Context: an optimization exercise on an open-source flow, tuned for small area, a short achievable clock period and few clock cycles per item. The choices shown serve that exercise and are no tape-out recipe. Only simulation tests tie the RTL to the original design; equivalence was not proved.

==> job 9395: inputs <==
Design multiplier, start of the top module:
module multiplier(opA, opB, op_en, clk, rst, res, add, sub, done);
clock: 8.0 ns
lec_check: 0
cap_margin: 20
core_margin: 2
core_utilization: 40
place_density: 0.6
setup_slack_margin: 3
slew_margin: 20
run.sh (not shown) runs the stock make flow with config.mk's settings and CLKGATE_MAP_FILE= SYNTH_SCRIPT=/design/flow/synth_recipe.tcl, a recipe that flattens the netlist after the stock synthesis.
==> job 4058: changes against job 9395 <==
--- a/flow/design.v
+++ b/flow/design.v
@@ -51,20 +51,20 @@
             2'd2: wn = {Y[15], Y[14], Y[13], Y[12], Y[11], Y[10], Y[9], Y[8], Y[7]};
             2'd3: wn = {Y[23], Y[22], Y[21], Y[20], Y[19], Y[18], Y[17], Y[16], Y[15]};
             default: ;
         endcase
     end
-    wire [33:0] m0 = two[0] ? {X[31], X, 1'b0} : one[0] ? {{2{X[31]}}, X} : 34'd0;
+    wire [33:0] m0 = ({34{two[0]}} & {X[31], X, 1'b0}) | ({34{one[0]}} & {{2{X[31]}}, X});
     wire [33:0] q0 = m0 ^ {34{neg[0]}};
     wire [33:0] u0 = {~q0[33], q0[32:0]};
-    wire [33:0] m1 = two[1] ? {X[31], X, 1'b0} : one[1] ? {{2{X[31]}}, X} : 34'd0;
+    wire [33:0] m1 = ({34{two[1]}} & {X[31], X, 1'b0}) | ({34{one[1]}} & {{2{X[31]}}, X});
     wire [33:0] q1 = m1 ^ {34{neg[1]}};
     wire [33:0] u1 = {~q1[33], q1[32:0]};
-    wire [33:0] m2 = two[2] ? {X[31], X, 1'b0} : one[2] ? {{2{X[31]}}, X} : 34'd0;
+    wire [33:0] m2 = ({34{two[2]}} & {X[31], X, 1'b0}) | ({34{one[2]}} & {{2{X[31]}}, X});
     wire [33:0] q2 = m2 ^ {34{neg[2]}};
     wire [33:0] u2 = {~q2[33], q2[32:0]};
-    wire [33:0] m3 = two[3] ? {X[31], X, 1'b0} : one[3] ? {{2{X[31]}}, X} : 34'd0;
+    wire [33:0] m3 = ({34{two[3]}} & {X[31], X, 1'b0}) | ({34{one[3]}} & {{2{X[31]}}, X});
     wire [33:0] q3 = m3 ^ {34{neg[3]}};
     wire [33:0] u3 = {~q3[33], q3[32:0]};
     wire ts1, tc2; assign {tc2, ts1} = neg[3] + u0[6];
     wire ts3, tc4; assign {tc4, ts3} = u0[7] + u1[5];
     wire ts5, tc6; assign {tc6, ts5} = r[0] + u0[8] + u1[6];
@@ -168,36 +168,14 @@
     wire ts201, tc202; assign {tc202, ts201} = r[30] + u3[32] + tc128;
     wire ts203, tc204; assign {tc204, ts203} = r[31] + u3[33];
     wire [40:0] rs = {tc204, tc202, tc200, tc198, tc196, tc194, tc192, tc190, tc188, tc186, tc184, tc182, tc180, tc178, tc176, tc174, tc172, tc170, tc168, tc166, tc164, tc162, tc160, tc158, tc156, tc154, tc152, tc150, tc148, tc146, tc144, tc142, tc140, tc138, tc136, tc134, tc132, tc130, u1[0], u0[1], neg[0]};
     wire [40:0] rc = {1'b0, ts203, ts201, ts199, ts197, ts195, ts193, ts191, ts189, ts187, ts185, ts183, ts181, ts179, ts177, ts175, ts173, ts171, ts169, ts167, ts165, ts163, ts161, ts159, ts157, ts155, ts153, ts151, ts149, ts147, ts145, ts143, ts141, ts139, ts137, ts135, ts133, ts131, ts129, 1'b0, u0[0]};
     wire [40:0] low = rs + rc;
-    wire [23:0] cvx;
-    assign cvx[0] = cv[0];
-    assign cvx[1] = 1'b0;
-    assign cvx[2] = 1'b0;
-    assign cvx[3] = 1'b0;
-    assign cvx[4] = 1'b0;
-    assign cvx[5] = 1'b0;
-    assign cvx[6] = 1'b0;
-    assign cvx[7] = 1'b0;
-    assign cvx[8] = cv[1];
-    assign cvx[9] = 1'b0;
-    assign cvx[10] = 1'b0;
-    assign cvx[11] = 1'b0;
-    assign cvx[12] = 1'b0;
-    assign cvx[13] = 1'b0;
-    assign cvx[14] = 1'b0;
-    assign cvx[15] = 1'b0;
-    assign cvx[16] = cv[2];
-    assign cvx[17] = 1'b0;
-    assign cvx[18] = 1'b0;
-    assign cvx[19] = 1'b0;
-    assign cvx[20] = 1'b0;
-    assign cvx[21] = 1'b0;
-    assign cvx[22] = 1'b0;
-    assign cvx[23] = 1'b0;
-    assign res = {r[63:40] + cvx, r[39:0]};
+    wire [8:0] o0 = r[47:40] + cv[0] + 1'b0;
+    wire [8:0] o1 = r[55:48] + cv[1] + o0[8];
+    wire [8:0] o2 = r[63:56] + cv[2] + o1[8];
+    assign res = {o2[7:0], o1[7:0], o0[7:0], r[39:0]};
     wire [31:0] B = opB;
     wire [31:0] rise = B & ~{B[30:0], 1'b0};
     wire [15:0] pr;
     genvar j;
     generate for (j = 0; j < 16; j = j + 1) begin : pair
- CORE_UTILIZATION: 40 -> 50
- PLACE_DENSITY: 0.6 -> 0.65
- SETUP_SLACK_MARGIN: 3 -> 5
- TNS_END_PERCENT: not set -> 0
==> job 5763: changes against job 9395 <==
--- a/flow/design.v
+++ b/flow/design.v
@@ -51,20 +51,20 @@
             2'd2: wn = {Y[15], Y[14], Y[13], Y[12], Y[11], Y[10], Y[9], Y[8], Y[7]};
             2'd3: wn = {Y[23], Y[22], Y[21], Y[20], Y[19], Y[18], Y[17], Y[16], Y[15]};
             default: ;
         endcase
     end
-    wire [33:0] m0 = two[0] ? {X[31], X, 1'b0} : one[0] ? {{2{X[31]}}, X} : 34'd0;
+    wire [33:0] m0 = ({34{two[0]}} & {X[31], X, 1'b0}) | ({34{one[0]}} & {{2{X[31]}}, X});
     wire [33:0] q0 = m0 ^ {34{neg[0]}};
     wire [33:0] u0 = {~q0[33], q0[32:0]};
-    wire [33:0] m1 = two[1] ? {X[31], X, 1'b0} : one[1] ? {{2{X[31]}}, X} : 34'd0;
+    wire [33:0] m1 = ({34{two[1]}} & {X[31], X, 1'b0}) | ({34{one[1]}} & {{2{X[31]}}, X});
     wire [33:0] q1 = m1 ^ {34{neg[1]}};
     wire [33:0] u1 = {~q1[33], q1[32:0]};
-    wire [33:0] m2 = two[2] ? {X[31], X, 1'b0} : one[2] ? {{2{X[31]}}, X} : 34'd0;
+    wire [33:0] m2 = ({34{two[2]}} & {X[31], X, 1'b0}) | ({34{one[2]}} & {{2{X[31]}}, X});
     wire [33:0] q2 = m2 ^ {34{neg[2]}};
     wire [33:0] u2 = {~q2[33], q2[32:0]};
-    wire [33:0] m3 = two[3] ? {X[31], X, 1'b0} : one[3] ? {{2{X[31]}}, X} : 34'd0;
+    wire [33:0] m3 = ({34{two[3]}} & {X[31], X, 1'b0}) | ({34{one[3]}} & {{2{X[31]}}, X});
     wire [33:0] q3 = m3 ^ {34{neg[3]}};
     wire [33:0] u3 = {~q3[33], q3[32:0]};
     wire ts1, tc2; assign {tc2, ts1} = neg[3] + u0[6];
     wire ts3, tc4; assign {tc4, ts3} = u0[7] + u1[5];
     wire ts5, tc6; assign {tc6, ts5} = r[0] + u0[8] + u1[6];
@@ -168,36 +168,14 @@
     wire ts201, tc202; assign {tc202, ts201} = r[30] + u3[32] + tc128;
     wire ts203, tc204; assign {tc204, ts203} = r[31] + u3[33];
     wire [40:0] rs = {tc204, tc202, tc200, tc198, tc196, tc194, tc192, tc190, tc188, tc186, tc184, tc182, tc180, tc178, tc176, tc174, tc172, tc170, tc168, tc166, tc164, tc162, tc160, tc158, tc156, tc154, tc152, tc150, tc148, tc146, tc144, tc142, tc140, tc138, tc136, tc134, tc132, tc130, u1[0], u0[1], neg[0]};
     wire [40:0] rc = {1'b0, ts203, ts201, ts199, ts197, ts195, ts193, ts191, ts189, ts187, ts185, ts183, ts181, ts179, ts177, ts175, ts173, ts171, ts169, ts167, ts165, ts163, ts161, ts159, ts157, ts155, ts153, ts151, ts149, ts147, ts145, ts143, ts141, ts139, ts137, ts135, ts133, ts131, ts129, 1'b0, u0[0]};
     wire [40:0] low = rs + rc;
-    wire [23:0] cvx;
-    assign cvx[0] = cv[0];
-    assign cvx[1] = 1'b0;
-    assign cvx[2] = 1'b0;
-    assign cvx[3] = 1'b0;
-    assign cvx[4] = 1'b0;
-    assign cvx[5] = 1'b0;
-    assign cvx[6] = 1'b0;
-    assign cvx[7] = 1'b0;
-    assign cvx[8] = cv[1];
-    assign cvx[9] = 1'b0;
-    assign cvx[10] = 1'b0;
-    assign cvx[11] = 1'b0;
-    assign cvx[12] = 1'b0;
-    assign cvx[13] = 1'b0;
-    assign cvx[14] = 1'b0;
-    assign cvx[15] = 1'b0;
-    assign cvx[16] = cv[2];
-    assign cvx[17] = 1'b0;
-    assign cvx[18] = 1'b0;
-    assign cvx[19] = 1'b0;
-    assign cvx[20] = 1'b0;
-    assign cvx[21] = 1'b0;
-    assign cvx[22] = 1'b0;
-    assign cvx[23] = 1'b0;
-    assign res = {r[63:40] + cvx, r[39:0]};
+    wire [8:0] o0 = r[47:40] + cv[0] + 1'b0;
+    wire [8:0] o1 = r[55:48] + cv[1] + o0[8];
+    wire [8:0] o2 = r[63:56] + cv[2] + o1[8];
+    assign res = {o2[7:0], o1[7:0], o0[7:0], r[39:0]};
     wire [31:0] B = opB;
     wire [31:0] rise = B & ~{B[30:0], 1'b0};
     wire [15:0] pr;
     genvar j;
     generate for (j = 0; j < 16; j = j + 1) begin : pair
==> qor summary <==
Synth Area in XOR/XNOR: job 5763 10.94%; job 9395 10.94%; job 4058 10.94%
Fraction of the yosys area taken by sequential cells: job 5763 28.53%; job 9395 28.09%; job 4058 28.53%
Via count of the first global-routing pass: job 5763 11460; job 9395 12460; job 4058 11360
Outcome: job 5763 finished clean; job 9395 finished clean; job 4058 finished clean
Met3 routing resource usage after global routing: job 5763 3.645%; job 9395 4.506%; job 4058 4.434%
Placed cell areas: job 5763 16530 um2; job 9395 16800 um2; job 4058 16380 um2
Clkbuf count: job 5763 17; job 9395 19; job 4058 19
Die footprint: job 5763 39190 um2; job 9395 39800 um2; job 4058 31500 um2
Startpoint of the most critical register-to-register path: job 5763 X[7]$_DFFE_PP_; job 9395 two[0]$_DFF_P_; job 4058 X[7]$_DFFE_PP_
Mean number of vias per cell: job 5763 5.438; job 9395 5.538; job 4058 5.779
First-pass GRT wire length: job 5763 66030 um; job 9395 73730 um; job 4058 63960 um
Non-clock buffer contribution to total cell area: job 5763 12.02%; job 9395 11.60%; job 4058 10.51%
Startpoint class of the critical path: job 5763 primary input; job 9395 flop; job 4058 primary input
Area occupied by multi-input gates: job 5763 9868 um2; job 9395 10200 um2; job 4058 9583 um2
Cell variety after synth: job 5763 72; job 9395 70; job 4058 72
Arithmetic-cell share of the synthesized area counting full adders, half adders and majority gates: job 5763 20.77%; job 9395 20.18%; job 4058 20.77%
Post-Route Skew: job 5763 0.01976 ns; job 9395 0.01675 ns; job 4058 0.01814 ns
Slew of the pin with the lowest slew margin: job 5763 0.9751 ns; job 9395 0.9692 ns; job 4058 0.9585 ns
Worst-case setup slack after placement: job 5763 1.848 ns; job 9395 1.576 ns; job 4058 1.758 ns
Total GRT Usage: job 5763 22.06%; job 9395 24.77%; job 4058 26.47%
Reg2reg end: job 5763 r[35]$_SDFFCE_PP1P_; job 9395 cv[0]$_SDFFCE_PP0P_; job 4058 r[35]$_SDFFCE_PP1P_
Die outline height: job 5763 198.0 um; job 9395 199.5 um; job 4058 177.5 um
Number of instances in the synthesized netlist: job 5763 1548; job 9395 1679; job 4058 1548
Testbench counts of job 9395, summed over its fixed seeds: cycles 4,819, ops 1,600.
Testbench counts of job 4058, summed over its fixed seeds: cycles 4,819, ops 1,600.
Testbench counts of job 5763, summed over its fixed seeds: cycles 4,819, ops 1,600.

[port drivers added, routing unchanged]
Ports are ideal in the flow. The routed layouts listed here were re-timed in OpenROAD.
Step 1 sets driving cells, clkbuf_16 on the clock port and buf_2 on the other inputs (assumed; they add their load-dependent delay and slew).
Step 2 times the ports against the registers' clock, not the clock port: input delays grow and output delays shrink by t, the midpoint of the rising clock arrivals with the driver on.
Slacks: ideal ports / drivers / drivers and shift; pairs: ideal ports / drivers.
run	t, ns	slack for setup (ns)	worst slew at a driven data input, ns
job 9395	0.504	2.972 / 2.972 / 2.509	0.06
job 4058	0.485	2.901 / 2.898 / 2.447	0.04
job 5763	0.494	2.991 / 2.953 / 2.516	0.06
After both steps setup and hold are still met in every run listed. For job 5763, which loses most, drivers alone change the setup slack by -0.038 ns; drivers and shift together by -0.475 ns.
